This design comes from an exercise in tuning for small area on the open sky130 flow, not from production work.
In this exercise RTL edits were held to simulation tests only and were not proved equivalent to the original.
No activity file was given, so power comes from the tool's default toggle rates.

==> flow/design.v <==
module top(clk, rst, jumpButton, duckButton, start, collided, Hsynq, Vsynq, run, dead, resetButton, Red, Green, Blue);
  input clk;
  wire clk;
  input rst;
  wire rst;
  input jumpButton;
  wire jumpButton;
  input duckButton;
  wire duckButton;
  input start;
  wire start;
  output collided;
  reg collided;
  output Hsynq;
  wire Hsynq;
  output Vsynq;
  wire Vsynq;
  output run;
  reg run;
  output dead;
  reg dead;
  input resetButton;
  wire resetButton;
  output [3:0] Red;
  wire [3:0] Red;
  output [3:0] Green;
  wire [3:0] Green;
  output [3:0] Blue;
  wire [3:0] Blue;
  wire q686;
  reg q687;
  wire q688;
  reg q689;
  wire q690;
  reg q691;
  wire q692;
  wire q693;
  reg q694;
  wire q695;
  reg q696;
  wire q697;
  reg q698;
  wire q699;
  reg q700;
  wire q701;
  reg q702;
  wire q703;
  reg q704;
  wire q705;
  reg q706;
  wire q707;
  reg q708;
  wire q709;
  reg q710;
  wire q711;
  reg q712;
  wire q713;
  reg q714;
  wire q715;
  wire q716;
  reg q717;
  wire q718;
  reg q719;
  wire q720;
  reg q721;
  wire q722;
  reg q723;
  wire q724;
  reg q725;
  wire q726;
  reg q727;
  wire q728;
  reg q729;
  wire q730;
  reg q731;
  wire q732;
  reg q733;
  wire q734;
  reg q735;
  wire q736;
  reg q737;
  wire q738;
  reg q739;
  wire q740;
  reg q741;
  wire q742;
  reg q743;
  wire q744;
  reg q745;
  wire q746;
  reg q747;
  wire q748;
  reg q749;
  wire q750;
  reg q751;
  wire q752;
  reg q753;
  wire q754;
  reg q755;
  wire q756;
  reg q757;
  wire q758;
  reg q759;
  wire q760;
  reg q761;
  wire q762;
  reg q763;
  wire q764;
  reg q765;
  wire q766;
  reg q767;
  wire q768;
  reg q769;
  wire q770;
  reg q771;
  wire q772;
  reg q773;
  wire q774;
  wire q775;
  reg q776;
  wire q777;
  reg q778;
  wire q779;
  reg q780;
  wire q781;
  reg q782;
  wire q783;
  reg q784;
  wire q785;
  reg q786;
  wire q787;
  reg q788;
  wire q789;
  reg q790;
  wire w;
  wire z0;
  wire z1;
  wire z10;
  wire z100;
  wire z101;
  wire z102;
  wire z103;
  wire z104;
  wire z105;
  wire z106;
  wire z107;
  wire z108;
  wire z109;
  wire z11;
  wire z110;
  wire z111;
  wire z112;
  wire z113;
  wire z114;
  wire z115;
  wire z116;
  wire z117;
  wire z118;
  wire z119;
  wire z12;
  wire z120;
  wire z121;
  wire z122;
  wire z123;
  wire z124;
  wire z125;
  wire z126;
  wire z127;
  wire z128;
  wire z129;
  wire z13;
  wire z130;
  wire z131;
  wire z132;
  wire z133;
  wire z134;
  wire z135;
  wire z136;
  wire z137;
  wire z138;
  wire z139;
  wire z14;
  wire z140;
  wire z141;
  wire z142;
  wire z143;
  wire z144;
  wire z145;
  wire z146;
  wire z147;
  wire z148;
  wire z149;
  wire z15;
  wire z150;
  wire z151;
  wire z152;
  wire z153;
  wire z154;
  wire z155;
  wire z156;
  wire z157;
  wire z158;
  wire z159;
  wire z16;
  wire z160;
  wire z161;
  wire z162;
  wire z163;
  wire z164;
  wire z165;
  wire z166;
  wire z167;
  wire z168;
  wire z169;
  wire z17;
  wire z170;
  wire z171;
  wire z172;
  wire z173;
  wire z174;
  wire z175;
  wire z176;
  wire z177;
  wire z178;
  wire z179;
  wire z18;
  wire z180;
  wire z181;
  wire z182;
  wire z183;
  wire z184;
  wire z185;
  wire z186;
  wire z187;
  wire z188;
  wire z189;
  wire z19;
  wire z190;
  wire z191;
  wire z192;
  wire z193;
  wire z194;
  wire z195;
  wire z196;
  wire z197;
  wire z198;
  wire z199;
  wire z2;
  wire z20;
  wire z200;
  wire z201;
  wire z202;
  wire z203;
  wire z204;
  wire z205;
  wire z206;
  wire z207;
  wire z208;
  wire z209;
  wire z21;
  wire z210;
  wire z211;
  wire z212;
  wire z213;
  wire z214;
  wire z215;
  wire z216;
  wire z217;
  wire z218;
  wire z219;
  wire z22;
  wire z220;
  wire z221;
  wire z222;
  wire z223;
  wire z224;
  wire z225;
  wire z226;
  wire z227;
  wire z228;
  wire z229;
  wire z23;
  wire z230;
  wire z231;
  wire z232;
  wire z233;
  wire z234;
  wire z235;
  wire z236;
  wire z237;
  wire z238;
  wire z239;
  wire z24;
  wire z240;
  wire z241;
  wire z242;
  wire z243;
  wire z244;
  wire z245;
  wire z246;
  wire z247;
  wire z248;
  wire z249;
  wire z25;
  wire z250;
  wire z251;
  wire z252;
  wire z253;
  wire z254;
  wire z255;
  wire z256;
  wire z257;
  wire z258;
  wire z259;
  wire z26;
  wire z260;
  wire z261;
  wire z262;
  wire z263;
  wire z264;
  wire z265;
  wire z266;
  wire z267;
  wire z268;
  wire z269;
  wire z27;
  wire z270;
  wire z271;
  wire z272;
  wire z273;
  wire z274;
  wire z275;
  wire z276;
  wire z277;
  wire z278;
  wire z279;
  wire z28;
  wire z280;
  wire z281;
  wire z282;
  wire z283;
  wire z284;
  wire z285;
  wire z286;
  wire z287;
  wire z288;
  wire z289;
  wire z29;
  wire z290;
  wire z291;
  wire z292;
  wire z293;
  wire z294;
  wire z295;
  wire z296;
  wire z297;
  wire z298;
  wire z299;
  wire z3;
  wire z30;
  wire z300;
  wire z301;
  wire z302;
  wire z303;
  wire z304;
  wire z305;
  wire z306;
  wire z307;
  wire z308;
  wire z309;
  wire z31;
  wire z310;
  wire z311;
  wire z312;
  wire z313;
  wire z314;
  wire z315;
  wire z316;
  wire z317;
  wire z318;
  wire z319;
  wire z32;
  wire z320;
  wire z321;
  wire z322;
  wire z323;
  wire z324;
  wire z325;
  wire z326;
  wire z327;
  wire z328;
  wire z329;
  wire z33;
  wire z330;
  wire z331;
  wire z332;
  wire z333;
  wire z334;
  wire z335;
  wire z336;
  wire z337;
  wire z338;
  wire z339;
  wire z34;
  wire z340;
  wire z341;
  wire z342;
  wire z343;
  wire z344;
  wire z345;
  wire z346;
  wire z347;
  wire z348;
  wire z349;
  wire z35;
  wire z350;
  wire z351;
  wire z352;
  wire z353;
  wire z354;
  wire z355;
  wire z356;
  wire z357;
  wire z358;
  wire z359;
  wire z36;
  wire z360;
  wire z361;
  wire z362;
  wire z363;
  wire z364;
  wire z365;
  wire z366;
  wire z367;
  wire z368;
  wire z369;
  wire z37;
  wire z370;
  wire z371;
  wire z372;
  wire z373;
  wire z374;
  wire z375;
  wire z376;
  wire z377;
  wire z378;
  wire z379;
  wire z38;
  wire z380;
  wire z381;
  wire z382;
  wire z383;
  wire z384;
  wire z385;
  wire z386;
  wire z387;
  wire z388;
  wire z389;
  wire z39;
  wire z390;
  wire z391;
  wire z392;
  wire z393;
  wire z394;
  wire z395;
  wire z396;
  wire z397;
  wire z398;
  wire z399;
  wire z4;
  wire z40;
  wire z400;
  wire z401;
  wire z402;
  wire z403;
  wire z404;
  wire z405;
  wire z406;
  wire z407;
  wire z408;
  wire z409;
  wire z41;
  wire z410;
  wire z411;
  wire z412;
  wire z413;
  wire z414;
  wire z415;
  wire z416;
  wire z417;
  wire z418;
  wire z419;
  wire z42;
  wire z420;
  wire z421;
  wire z422;
  wire z423;
  wire z424;
  wire z425;
  wire z426;
  wire z427;
  wire z428;
  wire z429;
  wire z43;
  wire z430;
  wire z431;
  wire z432;
  wire z433;
  wire z434;
  wire z435;
  wire z436;
  wire z437;
  wire z438;
  wire z439;
  wire z44;
  wire z440;
  wire z441;
  wire z442;
  wire z443;
  wire z444;
  wire z445;
  wire z446;
  wire z447;
  wire z448;
  wire z449;
  wire z45;
  wire z450;
  wire z451;
  wire z452;
  wire z453;
  wire z454;
  wire z455;
  wire z456;
  wire z457;
  wire z458;
  wire z459;
  wire z46;
  wire z460;
  wire z461;
  wire z462;
  wire z463;
  wire z464;
  wire z465;
  wire z466;
  wire z467;
  wire z468;
  wire z469;
  wire z47;
  wire z470;
  wire z471;
  wire z472;
  wire z473;
  wire z474;
  wire z475;
  wire z476;
  wire z477;
  wire z478;
  wire z479;
  wire z48;
  wire z480;
  wire z481;
  wire z482;
  wire z483;
  wire z484;
  wire z485;
  wire z486;
  wire z487;
  wire z488;
  wire z489;
  wire z49;
  wire z490;
  wire z491;
  wire z492;
  wire z493;
  wire z494;
  wire z495;
  wire z496;
  wire z497;
  wire z498;
  wire z499;
  wire z5;
  wire z50;
  wire z500;
  wire z501;
  wire z502;
  wire z503;
  wire z504;
  wire z505;
  wire z506;
  wire z507;
  wire z508;
  wire z509;
  wire z51;
  wire z510;
  wire z511;
  wire z512;
  wire z513;
  wire z514;
  wire z515;
  wire z516;
  wire z517;
  wire z518;
  wire z519;
  wire z52;
  wire z520;
  wire z521;
  wire z522;
  wire z523;
  wire z524;
  wire z525;
  wire z526;
  wire z527;
  wire z528;
  wire z529;
  wire z53;
  wire z530;
  wire z531;
  wire z532;
  wire z533;
  wire z534;
  wire z535;
  wire z536;
  wire z537;
  wire z538;
  wire z539;
  wire z54;
  wire z540;
  wire z541;
  wire z542;
  wire z543;
  wire z544;
  wire z545;
  wire z546;
  wire z547;
  wire z548;
  wire z549;
  wire z55;
  wire z550;
  wire z551;
  wire z552;
  wire z553;
  wire z554;
  wire z555;
  wire z556;
  wire z557;
  wire z558;
  wire z559;
  wire z56;
  wire z560;
  wire z561;
  wire z562;
  wire z563;
  wire z564;
  wire z565;
  wire z566;
  wire z567;
  wire z568;
  wire z569;
  wire z57;
  wire z570;
  wire z571;
  wire z572;
  wire z573;
  wire z574;
  wire z575;
  wire z576;
  wire z577;
  wire z578;
  wire z579;
  wire z58;
  wire z580;
  wire z581;
  wire z582;
  wire z583;
  wire z584;
  wire z585;
  wire z586;
  wire z587;
  wire z588;
  wire z589;
  wire z59;
  wire z590;
  wire z591;
  wire z592;
  wire z593;
  wire z594;
  wire z595;
  wire z596;
  wire z597;
  wire z598;
  wire z599;
  wire z6;
  wire z60;
  wire z600;
  wire z601;
  wire z602;
  wire z603;
  wire z604;
  wire z605;
  wire z606;
  wire z607;
  wire z608;
  wire z609;
  wire z61;
  wire z610;
  wire z611;
  wire z612;
  wire z613;
  wire z614;
  wire z615;
  wire z616;
  wire z617;
  wire z618;
  wire z619;
  wire z62;
  wire z620;
  wire z621;
  wire z622;
  wire z623;
  wire z624;
  wire z625;
  wire z626;
  wire z627;
  wire z628;
  wire z629;
  wire z63;
  wire z630;
  wire z631;
  wire z632;
  wire z633;
  wire z634;
  wire z635;
  wire z636;
  wire z637;
  wire z638;
  wire z639;
  wire z64;
  wire z640;
  wire z641;
  wire z642;
  wire z643;
  wire z644;
  wire z645;
  wire z646;
  wire z647;
  wire z648;
  wire z649;
  wire z65;
  wire z650;
  wire z651;
  wire z652;
  wire z653;
  wire z654;
  wire z655;
  wire z656;
  wire z657;
  wire z658;
  wire z659;
  wire z66;
  wire z660;
  wire z67;
  wire z68;
  wire z69;
  wire z7;
  wire z70;
  wire z71;
  wire z72;
  wire z73;
  wire z74;
  wire z75;
  wire z76;
  wire z77;
  wire z78;
  wire z79;
  wire z8;
  wire z80;
  wire z81;
  wire z82;
  wire z83;
  wire z84;
  wire z85;
  wire z86;
  wire z87;
  wire z88;
  wire z89;
  wire z9;
  wire z90;
  wire z91;
  wire z92;
  wire z93;
  wire z94;
  wire z95;
  wire z96;
  wire z97;
  wire z98;
  wire z99;
  assign z216 = z217 | z239;
  assign z215 = z225 | z231;
  assign z214 = z216 & ~(z215);
  assign z213 = z226 & ~(z214);
  assign z212 = z213 ^ z218;
  assign z211 = z234 & ~(z212);
  assign z210 = z211 | z235;
  assign z209 = z233 & ~(z212);
  assign z208 = z239 & ~(z236);
  assign z207 = z208 | q733;
  assign z206 = z207 | z209;
  assign z205 = z210 & ~(z206);
  assign z204 = z410 | ~(z441);
  assign z203 = z204 | z205;
  assign z202 = z222 | z510;
  assign z201 = z202 | ~(z203);
  assign z200 = z201 & ~(z221);
  assign z199 = ~(z410 | z511);
  assign z198 = z537 & ~(q735);
  assign z197 = ~(z198 | z239);
  assign z196 = z197 | ~(z232);
  assign z195 = z223 | ~(z227);
  assign z194 = ~(z229 | z237);
  assign z193 = z194 & ~(z224);
  assign z192 = z195 & ~(z193);
  assign z191 = z196 & ~(z192);
  assign z190 = z191 | z199;
  assign z189 = z190 | z200;
  assign z188 = z232 & ~(z228);
  assign z187 = z188 & ~(z222);
  assign z186 = z212 & ~(z187);
  assign z185 = ~(q735 | q784);
  assign z184 = z208 | ~(z235);
  assign z183 = z185 & ~(z184);
  assign z182 = q761 | ~(q729);
  assign z181 = q710 | ~(q704);
  assign z180 = ~(q712 ^ q771);
  assign z179 = z181 & ~(z180);
  assign z178 = z179 | z182;
  assign z177 = q761 & ~(q729);
  assign z176 = ~(z220 | z226);
  assign z175 = z219 & ~(z176);
  assign z174 = z175 | z177;
  assign z173 = q710 & ~(q704);
  assign z172 = z173 | ~(z181);
  assign z171 = z174 & ~(z172);
  assign z170 = z178 & ~(z171);
  assign z169 = z182 & ~(z177);
  assign z168 = z175 & ~(z169);
  assign z167 = ~z255;
  assign z166 = z180 & ~(z173);
  assign z165 = z166 | z167;
  assign z164 = z165 | z168;
  assign z163 = z164 | z312;
  assign z162 = z163 | z170;
  assign z161 = z162 | z183;
  assign z160 = z161 | z186;
  assign z159 = z189 & ~(z160);
  assign q695 = z242 & ~(z159);
  assign q697 = z268 & q759;
  assign z158 = ~resetButton;
  assign z157 = jumpButton & q788;
  assign z156 = ~(q749 | q753);
  assign z155 = q712 & ~(q710);
  assign z154 = q788 & ~(q729);
  assign z153 = ~(z154 & z155);
  assign z152 = ~(z153 | z156);
  assign z151 = ~(z152 | z157);
  assign z150 = ~(z151 & z158);
  assign z149 = z158 & ~(z255);
  assign z148 = z449 | ~(z286);
  assign z147 = ~q778;
  assign z146 = q721 | q725;
  assign z145 = z146 | z147;
  assign z144 = z145 | z148;
  assign z143 = z144 | z298;
  assign z142 = ~(z143 | z149);
  assign z141 = q788 & ~(jumpButton);
  assign z140 = q719 | ~(q700);
  assign z139 = jumpButton & ~(z140);
  assign z138 = z156 & ~(z139);
  assign z137 = ~(z138 | z153);
  assign z136 = ~(z155 & z158);
  assign z135 = ~(z136 | z137);
  assign z134 = z135 & ~(z141);
  assign z133 = z134 | ~(z142);
  assign z132 = z150 & ~(z133);
  assign z131 = z283 & ~(z132);
  assign z130 = z155 & ~(z141);
  assign z129 = q719 | ~(z255);
  assign z128 = z129 | z130;
  assign z127 = z128 | z143;
  assign z126 = z127 ^ q700;
  assign q699 = z131 & ~(z126);
  assign q701 = z268 & q691;
  assign z125 = ~(z148 | z534);
  assign z124 = z283 & ~(z125);
  assign z123 = z124 & q704;
  assign z122 = ~(z125 & z283);
  assign z121 = z333 & ~(z122);
  assign z120 = z121 & ~(z442);
  assign q703 = z120 | z123;
  assign q707 = z268 & q743;
  assign z119 = ~q749;
  assign z118 = z127 | ~(q700);
  assign z117 = z118 | ~(q753);
  assign z116 = z117 | z119;
  assign z115 = ~(z116 | q729);
  assign z114 = ~(z115 ^ q710);
  assign q709 = z131 & ~(z114);
  assign z113 = z115 & ~(q710);
  assign z112 = ~(z113 | q712);
  assign q711 = z131 & ~(z112);
  assign z111 = ~z262;
  assign z110 = z455 & ~(z111);
  assign z109 = z110 | q714;
  assign z108 = z257 | ~(z259);
  assign q713 = z109 & ~(z108);
  assign z107 = dead & ~(z265);
  assign z106 = q705 & collided;
  assign q715 = z106 | z107;
  assign z105 = ~(rst | q741);
  assign z104 = z524 | ~(z247);
  assign q716 = z105 & ~(z104);
  assign z103 = z133 ^ q719;
  assign q718 = z131 & ~(z103);
  assign z102 = z283 & ~(z262);
  assign z101 = ~(q721 ^ q723);
  assign q720 = z102 & ~(z101);
  assign q722 = q771 & ~(z122);
  assign z100 = q723 | ~(q725);
  assign z99 = q721 & q723;
  assign z98 = z99 & ~(z147);
  assign z97 = z100 & ~(z98);
  assign q724 = z283 & ~(z97);
  assign z96 = z269 | q727;
  assign z95 = ~q727;
  assign z94 = z269 & ~(z95);
  assign z93 = z94 | rst;
  assign q726 = z96 & ~(z93);
  assign z92 = z116 ^ q729;
  assign q728 = z131 & ~(z92);
  assign q730 = z268 & q708;
  assign z91 = z258 | q733;
  assign z90 = z542 & ~(z111);
  assign z89 = z90 | rst;
  assign q732 = z91 & ~(z89);
  assign z88 = ~(z257 & q694);
  assign z87 = z88 & ~(q735);
  assign q734 = z259 & ~(z87);
  assign q736 = z268 & q731;
  assign q738 = z268 & q702;
  assign q740 = z105 & ~(z247);
  assign q742 = q757 & ~(rst);
  assign q744 = z105 & ~(q745);
  assign q746 = z268 & q767;
  assign z86 = ~(z117 & z119);
  assign z85 = ~(z116 & z131);
  assign q748 = z86 & ~(z85);
  assign z84 = ~jumpButton;
  assign q750 = z255 ? z84 : q751;
  assign z83 = z118 ^ q753;
  assign q752 = z131 & ~(z83);
  assign q754 = z268 & q739;
  assign q756 = z268 & q763;
  assign q758 = z268 & q689;
  assign q760 = q761 ? z124 : z121;
  assign q762 = z268 & q698;
  assign z82 = z262 & ~(z515);
  assign z81 = z82 | q765;
  assign z80 = z258 | rst;
  assign q764 = z81 & ~(z80);
  assign q766 = z268 & q755;
  assign z79 = z521 | q769;
  assign z78 = ~(z148 & z283);
  assign q768 = z79 & ~(z78);
  assign z77 = z124 & ~(z333);
  assign z76 = z397 & ~(z122);
  assign q770 = z76 | z77;
  assign z75 = z262 ^ z515;
  assign q772 = z259 & ~(z75);
  assign z74 = z142 & ~(z137);
  assign z73 = z74 | collided;
  assign z72 = z158 & ~(z151);
  assign z71 = z142 & ~(z72);
  assign z70 = z71 | rst;
  assign q774 = z73 & ~(z70);
  assign z69 = ~(z148 & z387);
  assign z68 = q776 & ~(z148);
  assign z67 = z68 | rst;
  assign q775 = z69 & ~(z67);
  assign z66 = z99 | q778;
  assign z65 = z98 | rst;
  assign q777 = z66 & ~(z65);
  assign z64 = z493 & ~(z68);
  assign q779 = z124 & ~(z64);
  assign z63 = q782 | q741;
  assign z62 = z286 | rst;
  assign q781 = z63 & ~(z62);
  assign z61 = z90 | q784;
  assign z60 = z110 | ~(z259);
  assign q783 = z61 & ~(z60);
  assign z59 = q687 & ~(z255);
  assign z58 = z59 & ~(z526);
  assign z57 = z391 & ~(q704);
  assign z56 = ~(z529 & duckButton);
  assign z55 = z56 | z57;
  assign z54 = q771 | ~(jumpButton);
  assign z53 = z496 | z500;
  assign z52 = ~(z53 | z424);
  assign z51 = q704 & ~(z52);
  assign z50 = z51 | z54;
  assign z49 = z55 & ~(z50);
  assign z48 = z49 | z312;
  assign z47 = z48 & z249;
  assign z46 = z47 | q696;
  assign z45 = q784 | ~(q714);
  assign z44 = z45 | z510;
  assign z43 = z439 & ~(z542);
  assign z42 = z43 | z429;
  assign z41 = z42 | z529;
  assign z40 = z44 & ~(z41);
  assign z39 = z312 & ~(z40);
  assign z38 = ~q786;
  assign z37 = z57 | z38;
  assign z36 = z37 | z39;
  assign z35 = z48 & ~(z36);
  assign z34 = z35 | z167;
  assign z33 = z46 & ~(z34);
  assign z32 = z33 | z58;
  assign z31 = q771 & ~(z527);
  assign z30 = z48 | ~(z246);
  assign z29 = z540 ? z546 : z263;
  assign z28 = ~(z29 | z526);
  assign z27 = z30 & ~(z28);
  assign z26 = z27 | z31;
  assign w = z32 & ~(z26);
  assign z25 = ~(z380 & z469);
  assign z24 = ~(z255 & q727);
  assign z23 = z517 & ~(z525);
  assign z22 = ~(z23 & z24);
  assign z21 = z531 | ~(z483);
  assign z20 = ~(z24 | z410);
  assign z19 = z20 | z21;
  assign z18 = z22 & ~(z19);
  assign z17 = z18 | z512;
  assign z16 = ~(z17 & z534);
  assign z15 = q778 | ~(q773);
  assign z14 = z15 | z146;
  assign z13 = z405 & ~(z14);
  assign z12 = z13 | z517;
  assign z11 = ~(z255 & z95);
  assign z10 = z11 | z12;
  assign z9 = z462 | z495;
  assign z8 = z10 & ~(z9);
  assign z7 = z8 | z537;
  assign z6 = z12 & ~(z167);
  assign z5 = z6 | z410;
  assign z4 = ~z405;
  assign z3 = z12 & ~(z11);
  assign z2 = z3 | z4;
  assign z1 = z5 & ~(z2);
  assign z0 = z1 | q776;
  assign z660 = z7 & ~(z0);
  assign z659 = z16 & ~(z660);
  assign z658 = z25 & ~(z659);
  assign z657 = z255 & ~(duckButton);
  assign z656 = z496 & ~(z493);
  assign z655 = q790 & q765;
  assign z654 = q790 & ~(q773);
  assign z653 = z654 | q782;
  assign z652 = ~(z653 | z655);
  assign z651 = z652 & ~(z513);
  assign z650 = z656 & ~(z651);
  assign z649 = z534 & ~(z650);
  assign z648 = q790 & ~(z494);
  assign z647 = q782 & ~(q790);
  assign z646 = z460 ? q733 : z647;
  assign z645 = z646 | z648;
  assign z644 = ~z645;
  assign z643 = q750 & ~(z657);
  assign z642 = ~(z512 & q784);
  assign z641 = z642 & z511;
  assign z640 = ~(z641 ^ z643);
  assign z639 = z417 & ~(z640);
  assign z638 = z639 | z644;
  assign z637 = q773 & ~(q733);
  assign z636 = z460 & ~(z647);
  assign z635 = z637 & ~(z636);
  assign z634 = z417 & ~(z635);
  assign z633 = z514 | z522;
  assign z632 = z356 | q765;
  assign z631 = q773 | ~(q733);
  assign z630 = z632 & ~(z631);
  assign z629 = z633 & ~(z630);
  assign z628 = z640 ? z634 : z629;
  assign z627 = ~(z628 & z638);
  assign z626 = z627 | z649;
  assign z625 = ~(z12 | z412);
  assign z624 = ~(z537 & run);
  assign z623 = z483 & ~(z469);
  assign z547 = z624 & ~(z623);
  assign z548 = z547 | z38;
  assign z549 = z548 | z625;
  assign z550 = z626 & ~(z549);
  assign z551 = z550 | z657;
  assign z552 = z551 | z658;
  assign z553 = z640 | z513;
  assign z554 = z553 | ~(z552);
  assign z555 = z641 & ~(z643);
  assign z556 = z642 & ~(z555);
  assign z557 = z556 ^ z438;
  assign z558 = ~(z557 & z554);
  assign z559 = ~(z407 | z512);
  assign z560 = q782 & ~(q780);
  assign z561 = z637 & ~(z560);
  assign z562 = z559 & ~(z561);
  assign z563 = z506 & ~(z654);
  assign z564 = z563 | ~(z446);
  assign z565 = z564 & ~(z52);
  assign z566 = ~(z565 | z562);
  assign z567 = ~(z566 & z640);
  assign z568 = z451 | z438;
  assign z569 = z635 | q790;
  assign z570 = z501 | q769;
  assign z571 = z569 & ~(z570);
  assign z572 = z470 | q765;
  assign z573 = ~(z572 & z462);
  assign z574 = z514 & ~(z405);
  assign z575 = z573 & ~(z574);
  assign z576 = q784 & ~(z575);
  assign z577 = z576 | q780;
  assign z578 = z577 | z571;
  assign z579 = z568 & ~(z578);
  assign z580 = z629 | z644;
  assign z581 = q782 & ~(q769);
  assign z582 = z305 & ~(z581);
  assign z583 = ~(z541 & z387);
  assign z584 = z583 | z582;
  assign z585 = z580 & ~(z584);
  assign z586 = z534 & ~(z517);
  assign z587 = z544 & ~(z586);
  assign z588 = z587 | ~(z522);
  assign z589 = z588 & ~(z511);
  assign z590 = z383 | z642;
  assign z591 = ~(z590 & z657);
  assign z592 = z591 | z589;
  assign z593 = z592 | z585;
  assign z594 = z593 | z579;
  assign z595 = z391 | z529;
  assign z596 = z594 & ~(z595);
  assign z597 = z567 & ~(z596);
  assign z598 = z514 & ~(z500);
  assign z599 = z640 & z418;
  assign z600 = z599 | z598;
  assign z601 = z493 & ~(z469);
  assign z602 = z601 | ~(z637);
  assign z603 = z602 & ~(z559);
  assign z604 = z603 | z471;
  assign z605 = z4 ? z629 : z387;
  assign z606 = z604 & ~(z605);
  assign z607 = z600 & ~(z606);
  assign z608 = ~(z462 & q786);
  assign z609 = z412 & ~(z608);
  assign z610 = z557 | z657;
  assign z611 = z610 | z609;
  assign z612 = z611 | z607;
  assign z613 = z626 & ~(z612);
  assign z614 = z441 ? z545 : z323;
  assign z615 = z325 & ~(z322);
  assign z616 = z643 ? z614 : z615;
  assign z617 = z616 | ~(q706);
  assign z618 = z617 | z613;
  assign z619 = z618 | z597;
  assign q785 = z558 & ~(z619);
  assign z620 = z142 | q788;
  assign z621 = z142 & ~(z135);
  assign z622 = z621 | rst;
  assign q787 = z620 & ~(z622);
  always @(posedge clk)
    q687 <= q686;
  always @(posedge clk)
    q765 <= q764;
  always @(posedge clk)
    q745 <= q744;
  always @(posedge clk)
    q725 <= q724;
  always @(posedge clk)
    q704 <= q703;
  always @(posedge clk)
    q771 <= q770;
  always @(posedge clk)
    q712 <= q711;
  always @(posedge clk)
    q721 <= q720;
  always @(posedge clk)
    q778 <= q777;
  always @(posedge clk)
    q708 <= q707;
  always @(posedge clk)
    q689 <= q688;
  always @(posedge clk)
    q751 <= q750;
  always @(posedge clk)
    q717 <= q716;
  always @(posedge clk)
    q691 <= q690;
  always @(posedge clk)
    q733 <= q732;
  always @(posedge clk)
    q767 <= q766;
  always @(posedge clk)
    q753 <= q752;
  always @(posedge clk)
    q761 <= q760;
  always @(posedge clk)
    q757 <= q756;
  always @(posedge clk)
    q735 <= q734;
  always @(posedge clk)
    q727 <= q726;
  always @(posedge clk)
    q773 <= q772;
  always @(posedge clk)
    q780 <= q779;
  always @(posedge clk)
    q700 <= q699;
  always @(posedge clk)
    q698 <= q697;
  always @(posedge clk)
    q737 <= q736;
  always @(posedge clk)
    q759 <= q758;
  always @(posedge clk)
    q714 <= q713;
  always @(posedge clk)
    q694 <= q693;
  always @(posedge clk)
    q743 <= q742;
  always @(posedge clk)
    q702 <= q701;
  always @(posedge clk)
    q782 <= q781;
  always @(posedge clk)
    q747 <= q746;
  always @(posedge clk)
    q710 <= q709;
  always @(posedge clk)
    q755 <= q754;
  always @(posedge clk)
    run <= q692;
  always @(posedge clk)
    q749 <= q748;
  always @(posedge clk)
    dead <= q715;
  always @(posedge clk)
    collided <= q774;
  always @(posedge clk)
    q719 <= q718;
  always @(posedge clk)
    q776 <= q775;
  always @(posedge clk)
    q706 <= q705;
  always @(posedge clk)
    q784 <= q783;
  always @(posedge clk)
    q729 <= q728;
  always @(posedge clk)
    q763 <= q762;
  always @(posedge clk)
    q739 <= q738;
  always @(posedge clk)
    q696 <= q695;
  always @(posedge clk)
    q731 <= q730;
  always @(posedge clk)
    q786 <= q785;
  always @(posedge clk)
    q741 <= q740;
  always @(posedge clk)
    q723 <= q722;
  always @(posedge clk)
    q769 <= q768;
  always @(posedge clk)
    q790 <= q789;
  always @(posedge clk)
    q788 <= q787;
  assign z546 = ~(q694 | q735);
  assign z545 = ~z546;
  assign z544 = ~q733;
  assign z543 = q765 & q773;
  assign z542 = z543 & ~(z544);
  assign z541 = ~(q784 | q714);
  assign z540 = z541 & ~(z542);
  assign z539 = z540 & ~(z545);
  assign z538 = q765 | q773;
  assign z537 = z544 & ~(z538);
  assign z536 = ~(q725 | q778);
  assign z535 = ~(z536 & z537);
  assign Vsynq = z539 & ~(z535);
  assign z534 = ~(q776 & q780);
  assign z533 = q769 & ~(z534);
  assign z532 = z533 & q741;
  assign z531 = ~(q782 | q790);
  assign z530 = z533 & ~(z531);
  assign z529 = z530 | q704;
  assign z528 = z529 | q761;
  assign z527 = ~(z528 | z532);
  assign z526 = z527 & ~(q771);
  assign z525 = ~(q782 & q790);
  assign z524 = ~(q717 | q745);
  assign z523 = z524 | z525;
  assign z522 = q769 | q776;
  assign z521 = q741 & ~(z525);
  assign z520 = z521 | z522;
  assign z519 = z523 & ~(z520);
  assign z518 = q780 & ~(z519);
  assign Hsynq = z526 & ~(z518);
  assign z517 = z538 & ~(z543);
  assign z516 = q784 & ~(z537);
  assign z515 = ~q773;
  assign z514 = q733 & ~(q765);
  assign z513 = z514 & ~(z515);
  assign z512 = q733 & q765;
  assign z511 = z512 | q784;
  assign z510 = ~(z511 | z513);
  assign z509 = z510 | z516;
  assign z508 = q780 & ~(z509);
  assign z507 = z508 | z517;
  assign z506 = ~q769;
  assign z505 = z525 | z506;
  assign z504 = q780 & ~(z505);
  assign z503 = z507 & ~(z504);
  assign z502 = ~q784;
  assign z501 = z537 ^ z502;
  assign z500 = q776 | q780;
  assign z499 = ~(z500 & z534);
  assign z498 = z501 & ~(z499);
  assign z497 = z498 | z503;
  assign z496 = q790 | q769;
  assign z495 = ~z496;
  assign z494 = ~(q776 & q733);
  assign z493 = ~q780;
  assign z492 = ~(q776 | q733);
  assign z491 = z493 & ~(z492);
  assign z490 = ~(z491 & z494);
  assign z489 = z517 & ~(z490);
  assign z488 = z495 & ~(z489);
  assign z487 = z497 & ~(z488);
  assign z486 = ~(q790 & q780);
  assign z485 = z506 & ~(z486);
  assign z484 = z485 | ~(z500);
  assign z483 = q769 & q776;
  assign z482 = q790 & ~(z483);
  assign z481 = z482 & ~(z484);
  assign z480 = z516 & ~(z542);
  assign z479 = z480 | q761;
  assign z478 = z479 | z481;
  assign z477 = z478 | z487;
  assign z476 = ~(q761 & q704);
  assign z475 = ~q782;
  assign z474 = z538 | z475;
  assign z473 = z543 | z506;
  assign z472 = z474 & ~(z473);
  assign z471 = ~z500;
  assign z470 = q782 & q790;
  assign z469 = z470 | z531;
  assign z468 = z471 & ~(z469);
  assign z467 = z534 & ~(z468);
  assign z466 = z467 | z472;
  assign z465 = z501 & ~(z484);
  assign z464 = z466 & ~(z465);
  assign z463 = z483 & ~(q790);
  assign z462 = q769 & ~(z531);
  assign z461 = z462 | z516;
  assign z460 = ~q765;
  assign z459 = z525 | z460;
  assign z458 = q733 | q784;
  assign z457 = z459 & ~(z458);
  assign z456 = q733 & q784;
  assign z455 = z456 & z543;
  assign z454 = z455 | z457;
  assign z453 = z461 & ~(z454);
  assign z452 = z453 | z463;
  assign z451 = z464 & ~(z452);
  assign z450 = z451 & ~(z476);
  assign z449 = ~(q790 & q769);
  assign z448 = ~(q761 & q780);
  assign z447 = z448 | q704;
  assign z446 = q776 & ~(z447);
  assign z445 = z446 & ~(z449);
  assign z444 = z483 & ~(z448);
  assign z443 = q704 & ~(z444);
  assign z442 = ~(z443 | z445);
  assign z441 = q784 & q714;
  assign z440 = z441 & ~(z544);
  assign z439 = ~q694;
  assign z438 = ~q714;
  assign z437 = z438 & ~(z456);
  assign z436 = z437 | z439;
  assign z435 = z436 | z440;
  assign z434 = z435 | z442;
  assign z433 = z434 | z450;
  assign z432 = z477 & ~(z433);
  assign z431 = z432 | start;
  assign z430 = ~(q694 | q714);
  assign z429 = z430 | q735;
  assign z428 = z438 & ~(z455);
  assign z427 = z428 | z439;
  assign z426 = q714 & ~(z511);
  assign z425 = z427 & ~(z426);
  assign z424 = q761 | ~(q704);
  assign z423 = z424 | z499;
  assign z422 = q780 | ~(q771);
  assign z421 = ~(z422 & z447);
  assign z420 = z423 & ~(z421);
  assign z419 = ~z510;
  assign z418 = z534 & ~(z504);
  assign z417 = ~z483;
  assign z416 = z531 & ~(z522);
  assign z415 = z417 & ~(z416);
  assign z414 = ~(z415 & z418);
  assign z413 = z414 | ~(z449);
  assign z412 = ~(z413 | z447);
  assign z411 = z412 | z419;
  assign z410 = z544 & ~(z543);
  assign z409 = q784 & ~(z410);
  assign z408 = z439 & ~(z409);
  assign z407 = ~(q733 | q765);
  assign z406 = q784 & ~(z407);
  assign z405 = z470 | q769;
  assign z404 = z405 & ~(z534);
  assign z403 = z404 | z406;
  assign z402 = q704 | ~(q694);
  assign z401 = z403 & ~(z402);
  assign z400 = z401 | z408;
  assign z399 = z411 & ~(z400);
  assign z398 = z399 | z420;
  assign z397 = ~z476;
  assign z396 = ~(z418 & z397);
  assign z395 = z500 & ~(z396);
  assign z394 = z447 | ~(z522);
  assign z393 = z394 & ~(z395);
  assign z392 = z505 & ~(z500);
  assign z391 = z392 | ~(q761);
  assign z390 = z391 | z415;
  assign z389 = z393 & ~(z390);
  assign z388 = z416 & ~(z422);
  assign z387 = ~q776;
  assign z386 = z387 & ~(z531);
  assign z385 = z486 & ~(z386);
  assign z384 = z385 | z506;
  assign z383 = ~(z499 & q782);
  assign z382 = z496 | z387;
  assign z381 = z383 & ~(z382);
  assign z380 = z381 | ~(z384);
  assign z379 = q776 | ~(q780);
  assign z378 = z379 | z506;
  assign z377 = z378 & ~(z380);
  assign z376 = ~(z377 | z424);
  assign z375 = z376 | z388;
  assign z374 = z405 & ~(z500);
  assign z373 = q780 ? z495 : z462;
  assign z372 = ~(z373 | z374);
  assign z371 = z372 | z408;
  assign z370 = q776 & ~(q714);
  assign z369 = z370 & ~(z510);
  assign z368 = z369 | z396;
  assign z367 = z371 & ~(z368);
  assign z366 = z367 | z375;
  assign z365 = z366 | z389;
  assign z364 = z398 & ~(z365);
  assign z363 = z425 & ~(z364);
  assign z362 = start & ~(z363);
  assign z361 = z362 | z429;
  assign z360 = z542 | q784;
  assign z359 = z414 | z360;
  assign z358 = z505 & ~(z387);
  assign z357 = z358 | z423;
  assign z356 = z506 & ~(z531);
  assign z355 = z422 | z387;
  assign z354 = z356 & ~(z355);
  assign z353 = z354 | ~(z357);
  assign z352 = z409 | ~(z353);
  assign z351 = z517 | z493;
  assign z350 = ~(z351 | z413);
  assign z349 = z350 | z502;
  assign z348 = z424 | z542;
  assign z347 = z348 | z533;
  assign z346 = z349 & ~(z347);
  assign z345 = z352 & ~(z346);
  assign z344 = z359 & ~(z345);
  assign z343 = ~z410;
  assign z342 = z343 & ~(z374);
  assign z341 = z510 & ~(z342);
  assign z340 = z341 | q714;
  assign z339 = z423 | z449;
  assign z338 = z500 & ~(z405);
  assign z337 = z525 & ~(z517);
  assign z336 = q769 & ~(z337);
  assign z335 = z336 | z338;
  assign z334 = z496 & ~(z386);
  assign z333 = ~q771;
  assign z332 = z493 ? z333 : z424;
  assign z331 = z332 | z334;
  assign z330 = z335 & ~(z331);
  assign z329 = z330 | ~(z339);
  assign z328 = z329 & ~(z509);
  assign z327 = z328 | z340;
  assign z326 = z327 | z344;
  assign z325 = ~(z430 & q735);
  assign z324 = ~z512;
  assign z323 = q735 | ~(q694);
  assign z322 = q714 & ~(z323);
  assign z321 = z322 & ~(z324);
  assign z320 = z325 & ~(z321);
  assign z319 = z395 | ~(z422);
  assign z318 = z340 & ~(z319);
  assign z317 = z318 | z320;
  assign z316 = z326 & ~(z317);
  assign z315 = z456 & z538;
  assign z314 = z315 | z325;
  assign z313 = z322 & z360;
  assign z312 = z314 & ~(z313);
  assign z311 = z322 & ~(z544);
  assign z310 = z311 | ~(z312);
  assign z309 = z441 & ~(z537);
  assign z308 = z309 | z393;
  assign z307 = z405 & ~(z387);
  assign z306 = z307 | z501;
  assign z305 = z537 | q790;
  assign z304 = ~(z410 & z438);
  assign z303 = z305 & ~(z304);
  assign z302 = z303 | z422;
  assign z301 = z306 & ~(z302);
  assign z300 = z308 & ~(z301);
  assign z299 = z300 | z541;
  assign z298 = z380 | z424;
  assign z297 = ~(z353 | z369);
  assign z296 = z297 & ~(z298);
  assign z295 = ~(z374 | z533);
  assign z294 = z397 & ~(z295);
  assign z293 = z294 | z388;
  assign z292 = z293 | z412;
  assign z291 = z292 | z296;
  assign z290 = z299 & ~(z291);
  assign z289 = z310 & ~(z290);
  assign z288 = z289 | z316;
  assign z287 = z361 & ~(z288);
  assign q686 = z431 & ~(z287);
  assign z286 = q782 & q741;
  assign z285 = z286 | q790;
  assign z284 = z521 | rst;
  assign q789 = z285 & ~(z284);
  assign z283 = ~rst;
  assign z282 = q731 & ~(q737);
  assign z281 = q757 | ~(q759);
  assign z280 = z282 & ~(z281);
  assign z279 = q755 | ~(q747);
  assign z278 = ~(q767 & q763);
  assign z277 = z278 | z279;
  assign z276 = z280 & ~(z277);
  assign z275 = q702 & q743;
  assign z274 = ~(z275 & q708);
  assign z273 = q691 | q698;
  assign z272 = q689 | ~(q739);
  assign z271 = z272 | z273;
  assign z270 = z271 | z274;
  assign z269 = z276 & ~(z270);
  assign z268 = z283 & ~(z269);
  assign q688 = z268 & q747;
  assign z267 = q731 ^ q737;
  assign q690 = z268 & ~(z267);
  assign q705 = start & ~(rst);
  assign z266 = q705 & ~(collided);
  assign z265 = rst | start;
  assign z264 = run & ~(z265);
  assign q692 = z264 | z266;
  assign z263 = q694 & q735;
  assign z262 = q723 & q725;
  assign z261 = ~(z262 & q784);
  assign z260 = z263 & ~(z261);
  assign z259 = z283 & ~(z260);
  assign z258 = z262 & z543;
  assign z257 = z258 & z440;
  assign z256 = z257 ^ z439;
  assign q693 = z259 & ~(z256);
  assign z255 = q706 & run;
  assign z254 = ~(z255 | q696);
  assign z253 = z283 & ~(z254);
  assign z252 = z333 & ~(z528);
  assign z251 = ~(z513 & q784);
  assign z250 = z251 | z325;
  assign z249 = z250 | z252;
  assign z248 = z255 & ~(z249);
  assign z247 = ~(q717 & q745);
  assign z246 = z533 & ~(z247);
  assign z245 = z527 & ~(z246);
  assign z244 = q771 & ~(z245);
  assign z243 = z248 & ~(z244);
  assign z242 = z253 & ~(z243);
  assign z241 = q788 | q741;
  assign z240 = z247 & ~(z241);
  assign z239 = z240 & ~(q782);
  assign z238 = q719 & ~(q790);
  assign z237 = q790 & ~(q719);
  assign z236 = ~(z237 | z238);
  assign z235 = z239 | ~(z236);
  assign z234 = z240 | z475;
  assign z233 = z234 & ~(z236);
  assign z232 = z233 | ~(z235);
  assign z231 = q700 & q769;
  assign z230 = ~(q700 | q769);
  assign z229 = z230 | z231;
  assign z228 = z229 ^ z238;
  assign z227 = z229 & z237;
  assign z226 = q753 | q776;
  assign z225 = q753 & q776;
  assign z224 = z226 & ~(z225);
  assign z223 = ~(z224 ^ z230);
  assign z222 = z223 & ~(z227);
  assign z221 = z232 ? z228 : z222;
  assign z220 = q749 & q780;
  assign z219 = q749 | q780;
  assign z218 = z219 & ~(z220);
  assign z217 = z229 | z238;
  assign Blue = { w, w, w, w };
  assign Green = { w, w, w, w };
  assign Red = { w, w, w, w };
endmodule
==> flow/flow/run.sh <==
#!/bin/bash
# Standard ORFS layout (the standard.sh), with these changes:
#  - synthesis maps the logic with ABC's area-oriented mapper (amap) instead of
#    ORFS's abc_area.script; the ORFS scripts are copied unchanged otherwise;
#  - synthesis does not extract half/full adder cells (ADDER_MAP_FILE empty);
#    registers are exactly those of the standard synthesis;
#  - port buffers are sky130_fd_sc_hd__buf_1 (every input and output still gets one);
#  - clock tree synthesis adds no dummy loads.
set -euo pipefail
here=$(pwd)
rm -rf "$here/scripts_mod"
cp -r "$FLOW_HOME/scripts" "$here/scripts_mod"
cp "$here/flow/abc_area.script" "$here/scripts_mod/abc_area.script"
export SCRIPTS_DIR="$here/scripts_mod"
export ADDER_MAP_FILE=
export BUFFER_PORTS_ARGS="-buffer_cell sky130_fd_sc_hd__buf_1"
export CTS_ARGS="-sink_clustering_enable -repair_clock_nets -dont_use_dummy_load -sink_clustering_size 28 -sink_clustering_max_diameter 400 -buf_list sky130_fd_sc_hd__clkbuf_8"
bash standard.sh > standard_flow.log 2>&1
==> flow/flow/abc_area.script <==
strash
dch
amap
topo
==> flow/standard.sh <==
#!/bin/bash
# synth_recipe.tcl (not shown) runs the flow's synth.tcl, then flattens the netlist and writes it again
# the make line also repeats each setting of config.mk as NAME=value (left out here)
make -C /OpenROAD-flow-scripts/flow DESIGN_CONFIG=/design/flow/config.mk WORK_HOME=/design/flow/orfs CLKGATE_MAP_FILE= SYNTH_SCRIPT=/design/flow/synth_recipe.tcl "${@:-finish}"
==> flow/config.mk <==
export PLATFORM = sky130hd
export DESIGN_NAME = top
export DESIGN_NICKNAME = top
export VERILOG_FILES = /design/flow/design.v
export SDC_FILE = /design/flow/constraint.sdc
export NUM_CORES = 4
export LEC_CHECK = 0
export ABC_AREA = 1
export CAP_MARGIN = 20
export CORE_MARGIN = 2
export CORE_UTILIZATION = 70
export SLEW_MARGIN = 20
==> flow/constraint.sdc <==
create_clock -name core_clock -period 10.0 [get_ports {clk}]
set_input_delay 2.0000 -clock core_clock [delete_from_list [all_inputs] [get_ports {clk}]]
set_output_delay 2.0000 -clock core_clock [all_outputs]
set_load 0.01 [all_outputs]
==> results of run 1 <==
per-layer routing:
metal  routed length, um  vias up  global-route usage, %
li1                    -     2019                      -
met1                4440     1926                   51.3
met2                4860      406                   62.1
met3                1840      131                   16.1
met4                 955        0                   23.5
met5                   0        -                      0
power breakdown:
part	switching [uW]	leakage, uW	internal [uW]
Clock	64.7	0.0000359	45.4
Sequential	2.11	0.000437	218
Combinational	18.4	0.000681	7.59
per-stage QoR:
| stage | setup WS (ns) | power, uW | std cells |
|---|---|---|---|
| final | 3.60 | 357 | 642 |
| after global routing | 3.44 | 369 | 642 |
| after CTS | 3.48 | 357 | 642 |
| after detailed placement | 3.82 | 250 | 637 |
| after global placement | 3.92 | 250 | 637 |
| after floorplan | 4.15 | 242 | 557 |
layout by cell type, fill, tap and decap left out, drive strengths merged, types with 5 or more instances in the layout:
| master | Yosys | final |
|---|---|---|
| o21a | 9 | 9 |
| dfxtp | 54 | 54 |
| nand4 | 5 | 5 |
| nor2 | 141 | 141 |
| o22ai | 9 | 9 |
| nor3 | 30 | 30 |
| and3 | 8 | 8 |
| nand2 | 46 | 46 |
| a211oi | 16 | 16 |
| clkinv | 80 | 80 |
| a31oi | 19 | 19 |
| clkbuf | 0 | 5 |
| nand3 | 5 | 5 |
| o21ai | 36 | 36 |
| o221ai | 7 | 7 |
| o31ai | 6 | 6 |
| buf | 12 | 22 |
| a21oi | 24 | 24 |
worst register-to-register path, stage by stage, from the launching register on:
cell and delay, ns:
dfxtp_1 0.72, clkinv_1 0.54, nor2_1 0.53, clkinv_1 0.25, nand2_1 0.17, nand2_1 0.13, nand3_1 0.10, o21ai_0 0.29
or3_1 0.44, nor4b_1 0.63, o21ai_0 0.35, clkinv_1 0.13, o31ai_1 0.09, nand2_1 0.11, clkinv_1 0.07, o21ai_0 0.63
a211oi_1 0.12
cell type report:
cell class	count	area (um^2)
Clock buffer	5	68.8
Multi-Input combinational cell	411	2160
Inverter	80	300
Timing Repair Buffer	22	82.6
Tap cell	70	87.6
Sequential cell	54	1080
Fill cell	442	1260
cells by family (layout without fill, tap and decap cells):
logic type	after synthesis	count (layout)
simple gates	248	248
compound gates	163	163
buf+inv	92	107
flops	54	54
worst paths after layout:
| check | startpoint | endpoint | slack (ns) | cells past startpoint |
|---|---|---|---|---|
| setup / recovery | q776 | Green[0] | 3.60 | 12 |
| setup reg to reg | q780 | q700 | 4.54 | 16 |
| hold reg to reg | q757 | q743 | 0.41 | 2 |
| hold / removal | q757 | q743 | 0.41 | 2 |
==> impl_metrics.env, run 1 <==
export IMPL_period_needed_ns=6.40
export IMPL_ys_flop_type="dfxtp_1"
export IMPL_max_slew_margin_rel_pct=36.8
export IMPL_yosysTopAreaCell="dfxtp_1"
export IMPL_dieArea_um2=5770
export IMPL_stdcell_area_um2=3780
export IMPL_cts_sinks=54
export IMPL_maxCapViolCount=0
export IMPL_numCtsBuffers=5
export IMPL_antennaDiodeCount=0
export IMPL_synthTopCellsByCount="nor2_1 (141), clkinv_1 (80), dfxtp_1 (54)"
export IMPL_powerDensity_nw_per_um2=94.4
export IMPL_critPathKind="flop to output pin"
export IMPL_final_util_pct=74.9
export IMPL_arrival_ns=4.40
export IMPL_post_drt_via_cell_ratio=6.98
export IMPL_grt_pass1_vias=4143
export IMPL_fin_setup_tns_ns=0
export IMPL_dr_pass1_iters=21
export IMPL_synth_top_family_by_area="compound AO/OA/AOI/OAI gates"
export IMPL_num_vias=4482
export IMPL_grt_pass1_wl_um=19500
export IMPL_netlist_instances=557
export IMPL_mappedNetlistArea_um2=3620
export IMPL_cts_root_buffer_cell="clkbuf_8"
export IMPL_ys_seq_area_share_pct=29.8
export IMPL_leakage_uw=0.00115
export IMPL_wire_per_inst_um=18.8
export IMPL_grt_usage_pct=41.5
export IMPL_hold_viol_final=0
export IMPL_drc=0
export IMPL_cts_htree_levels=2
export IMPL_crit_slowest_cell="dfxtp_1"
export IMPL_cts_buffer_depth=2
export IMPL_ir_worst_vdd_v=0.000101
export IMPL_synth_compound_area_share_pct=30.5
export IMPL_ys_types=42
export IMPL_path_cells="clkinv_1, nor2_1, clkinv_1, nor2_1, clkinv_1, o21ai_0, nor3_1, o21ai_0, o311a_1, a21oi_1, a211oi_2, buf_1"
export IMPL_synth_fp_nets=563
export IMPL_fin_skew_ns=0.0249
export IMPL_clock_latency_ns=0.31
export IMPL_die_x_um=75.9
export IMPL_finalWeightedCongestion=1.26
export IMPL_clk_pin_slew_ns=0.10
export IMPL_finalSetupViolCount=0
export IMPL_synth_top_area_share_pct=29.8
export IMPL_postCtsHoldBufs=0
export IMPL_synth_edf_count=0
export IMPL_grt_max_degree=19
export IMPL_start_util_pct=71.9
export IMPL_hold_path_class="flop to flop"
export IMPL_hold_ws_ns=0.412
export IMPL_area_growth_pct=4.25
export IMPL_tightest_slew_ns=0.938
export IMPL_critPathRequiredTime_ns=8.00
export IMPL_die_h_um=75.9
export IMPL_antenna_found_initial=0
export IMPL_place_area_um2=3700
export IMPL_io_buffers=22
export IMPL_synthTopCellsByArea="dfxtp_1 (30%), nor2_1 (15%), clkinv_1 (8.3%)"
export IMPL_finalCritPeriodShare_pct=64.0
export IMPL_ys_ff_latch=54
export IMPL_coreArea_um2=5040
export IMPL_synth_simple_area_share_pct=28.9
export IMPL_cp_start_kind="flop"
export IMPL_path_common_cell="clkinv_1"
export IMPL_drt_iter0_markers=955
export IMPL_path_max_fanout=14
export IMPL_max_stage_delay_ns=0.65
export IMPL_cp_top_family="compound AO/OA/AOI/OAI gates"
export IMPL_row_count=26
export IMPL_synth_xor_area_share_pct=0
export IMPL_crit_buf_inv=4
export IMPL_rsz0062_at_grt="false"
export IMPL_yosysMostFrequentCell="nor2_1"
export IMPL_cts_tree="built"
export IMPL_fin_nets=580
export IMPL_status="complete, no violations"
export IMPL_synth_fa_ha_area_share_pct=0
export IMPL_cts_resized=0
export IMPL_synth_mux_area_share_pct=0
export IMPL_layout_drive_gt1_share_pct=1.05
export IMPL_antenna_left=0
export IMPL_cts_setup_buffers=0
export IMPL_endpoint_kind="output pin"
export IMPL_ys_async_sr_fraction_pct=0
export IMPL_drv_slew=0
export IMPL_ios=23
export IMPL_dpl_hpwl_um=8890
export IMPL_synth_area_per_cell_um2=6.51
export IMPL_wl_um=12100
export IMPL_ys_warn_count=1
export IMPL_maxClockFrequency_mhz=156
export IMPL_overflow=0
==> inputs of run 2 (changes only) <==
--- a/flow/flow/run.sh
+++ b/flow/flow/run.sh
@@ -16,3 +16,3 @@
 export BUFFER_PORTS_ARGS="-buffer_cell sky130_fd_sc_hd__buf_1"
-export CTS_ARGS="-sink_clustering_enable -repair_clock_nets -dont_use_dummy_load -sink_clustering_size 28 -sink_clustering_max_diameter 400 -buf_list sky130_fd_sc_hd__clkbuf_8"
+export CTS_ARGS="-sink_clustering_enable -repair_clock_nets -dont_use_dummy_load"
 bash standard.sh > standard_flow.log 2>&1
--- a/flow/config.mk
+++ b/flow/config.mk
@@ -10,3 +10,3 @@
 export CORE_MARGIN = 2
-export CORE_UTILIZATION = 70
+export CORE_UTILIZATION = 40
 export SLEW_MARGIN = 20
==> impl_metrics.env, run 2 <==
export IMPL_io_buffers=22
export IMPL_area_growth_pct=5.77
export IMPL_cts_sinks=54
export IMPL_crit_slowest_cell="dfxtp_1"
export IMPL_path_cells="clkinv_1, nor2_1, clkinv_1, nor2_1, clkinv_1, o21ai_0, nor3_1, o21ai_0, o311a_1, a21oi_1, a211oi_1, clkbuf_2, buf_1"
export IMPL_dpl_hpwl_um=11400
export IMPL_finalSetupViolCount=0
export IMPL_synth_fp_nets=563
export IMPL_dieArea_um2=9840
export IMPL_ys_ff_latch=54
export IMPL_cts_buffer_depth=2
export IMPL_fin_setup_tns_ns=0
export IMPL_coreArea_um2=8760
export IMPL_reg2reg_slack_ns=4.61
export IMPL_endpoint="Blue[2]"
export IMPL_wire_per_inst_um=21.5
export IMPL_seqCellArea_um2=1080
export IMPL_row_count=34
export IMPL_cts_tree="built"
export IMPL_ys_warn_count=1
export IMPL_pre_cts_ws_ns=3.80
export IMPL_fin_skew_ns=0.0233
export IMPL_cp_top_family="compound AO/OA/AOI/OAI gates"
export IMPL_grt_max_degree=20
export IMPL_final_cell_mix="nor2_1 (141), clkinv_1 (80), dfxtp_1 (54)"
export IMPL_die_h_um=99.2
export IMPL_fillerInstances=977
export IMPL_cp_start_kind="flop"
export IMPL_hold_path_class="flop to flop"
export IMPL_arrival_ns=4.61
export IMPL_overflow=0
export IMPL_yosysTopAreaCell="dfxtp_1"
export IMPL_cts_setup_buffers=0
export IMPL_synth_area_per_cell_um2=6.51
export IMPL_postCtsHoldBufs=0
export IMPL_post_drt_via_cell_ratio=6.42
export IMPL_drt_iter0_markers=404
export IMPL_antennaDiodeCount=0
export IMPL_maxClockFrequency_mhz=151
export IMPL_critPathRequiredTime_ns=8.00
export IMPL_synth_edf_count=0
export IMPL_maxCapViolCount=0
export IMPL_instances_no_fill=682
export IMPL_dpl_cell_count=676
export IMPL_fin_nets=582
export IMPL_num_vias=4376
export IMPL_endpoint_kind="output pin"
export IMPL_numCtsBuffers=5
export IMPL_ys_types=42
export IMPL_final_common_cell="nor2_1"
export IMPL_cts_resized=0
export IMPL_worst_slack_ns=3.39
export IMPL_tightest_slew_ns=0.918
export IMPL_period_needed_ns=6.61
export IMPL_clock_latency_ns=0.32
export IMPL_grt_pass1_wl_um=22900
export IMPL_ios=23
export IMPL_hold_viol_final=0
export IMPL_ys_async_sr_fraction_pct=0
export IMPL_layout_drive_gt1_share_pct=1.22
export IMPL_ys_seq_area_share_pct=29.8
export IMPL_ys_flop_type="dfxtp_1"
export IMPL_path_common_cell="clkinv_1"
export IMPL_die_x_um=99.2
export IMPL_wl_um=14700
export IMPL_ir_worst_vdd_v=0.0000635
export IMPL_finalCritPeriodShare_pct=66.1
export IMPL_worstReg2RegStart="q780"
export IMPL_leakage_uw=0.00116
export IMPL_r2r_cells=16
export IMPL_status="complete, no violations"
export IMPL_yosysMostFrequentCell="nor2_1"
export IMPL_drc=0
export IMPL_start_util_pct=41.3
export IMPL_finalWeightedCongestion=1.06
export IMPL_synthTopCellsByArea="dfxtp_1 (30%), nor2_1 (15%), clkinv_1 (8.3%)"
export IMPL_antenna_left=0
export IMPL_max_slew_margin_rel_pct=38.0
export IMPL_mappedNetlistArea_um2=3620
export IMPL_grt_usage_pct=30.2
export IMPL_path_depth=13
export IMPL_critPathLaunch="q776"
export IMPL_powerDensity_nw_per_um2=95.0
export IMPL_critPathKind="flop to output pin"
export IMPL_cts_root_buffer_cell="clkbuf_8"
export IMPL_rsz0062_at_grt="false"
export IMPL_reg2reg_to="q749"
export IMPL_grt_pass1_vias=4026
export IMPL_clk_pin_slew_ns=0.11
export IMPL_dr_pass1_iters=16
export IMPL_netlist_instances=557
export IMPL_max_stage_delay_ns=0.68
export IMPL_multi_input_area_um2=2150
export IMPL_drv_slew=0
export IMPL_path_max_fanout=14
export IMPL_synth_top_area_share_pct=29.8
export IMPL_antenna_found_initial=0
export IMPL_crit_buf_inv=5
export IMPL_synthTopCellsByCount="nor2_1 (141), clkinv_1 (80), dfxtp_1 (54)"
export IMPL_cts_htree_levels=2
## run 2: cell counts after synthesis
Identical to the previous run, type by type.
## run 2: worst register-to-register path, delay by kind of cell (launching register included)
kind	cells	cell delay, ns
compound gates	5	1.38
buf+inv	4	1.06
flops	1	0.70
simple gates	7	2.11
## run 2: routing by layer
metal  vias to the layer above  routed length [um]  global-route usage [%]
li1                       2019                   -                       -
met3                        70                1440                    6.47
met2                       286                6340                    46.7
met1                      2001                6080                    40.0
met5                         -                   0                       0
met4                         0                 792                    14.6
## run 2: logic make-up (layout without fill, tap and decap cells)
| kind of cell | count (synthesis) | count (layout) | share of synthesized area (%) |
|---|---|---|---|
| DFF | 54 | 54 | 29.8 |
| and+or+nand+nor | 248 | 248 | 28.9 |
| buffers and inverters | 92 | 109 | 10.8 |
| AOI/OAI and AO/OA | 163 | 163 | 30.5 |
## run 2: worst min-delay path by stage
stage	end	cells past startpoint	start	slack [ns]
after floorplan	q743	2	q757	0.40
after global routing	q731	2	q708	0.45
after global placement	q739	2	q702	0.41
after detailed placement	q739	2	q702	0.42
final	q743	2	q757	0.43
after CTS	q739	2	q702	0.43
## run 2: cell type report
class / count / area share, %
well taps: 108 / 3.53
multi-input cells: 411 / 56.2
flip-flops and latches: 54 / 28.2
inverters: 80 / 7.84
repair buffers: 24 / 2.48
clock buffers: 5 / 1.80
## run 2: metrics by stage
stage          hold WS [ns]  util [%]  cell area [um^2]  power, uW
2_1_floorplan         0.397         -              3620        242
3_3_place_gp          0.412      42.9              3760        252
3_5_place_dp          0.415      42.9              3760        251
4_1_cts               0.431      43.7              3830        367
5_1_grt               0.452      43.7              3830        380
6_report              0.425      43.7              3830        364
## run 2: power breakdown
part | total, uW | internal, uW | switching (uW) | leakage (uW)
clock network | 117 | 45.5 | 71.2 | 0.0000359
registers | 221 | 218 | 2.12 | 0.000437
logic | 26.7 | 7.60 | 19.1 | 0.000690

-- separate check: timing with driven ports --
How much do the figures lean on ideal ports? The routed layouts below were timed once more, with nothing changed but the port constraints. Step 1, drivers: a clkbuf_16 drives clk and a buf_2 each remaining input, both assumed. Step 2 also shifts input and output timing later by t, the mid clock arrival at the registers, as if the neighbouring blocks saw the same clock. Slacks: ideal / step 1 / step 2; pairs: ideal / step 1.
| run | t (ns) | setup WS [ns] | slew at the worst register clock pin (ns) |
|---|---|---|---|
| run 1 | 0.326 | 3.596 / 3.566 / 3.892 | 0.10 / 0.10 |
| run 2 | 0.340 | 3.392 / 3.358 / 3.698 | 0.11 / 0.11 |
After both steps every run listed still meets setup and hold.
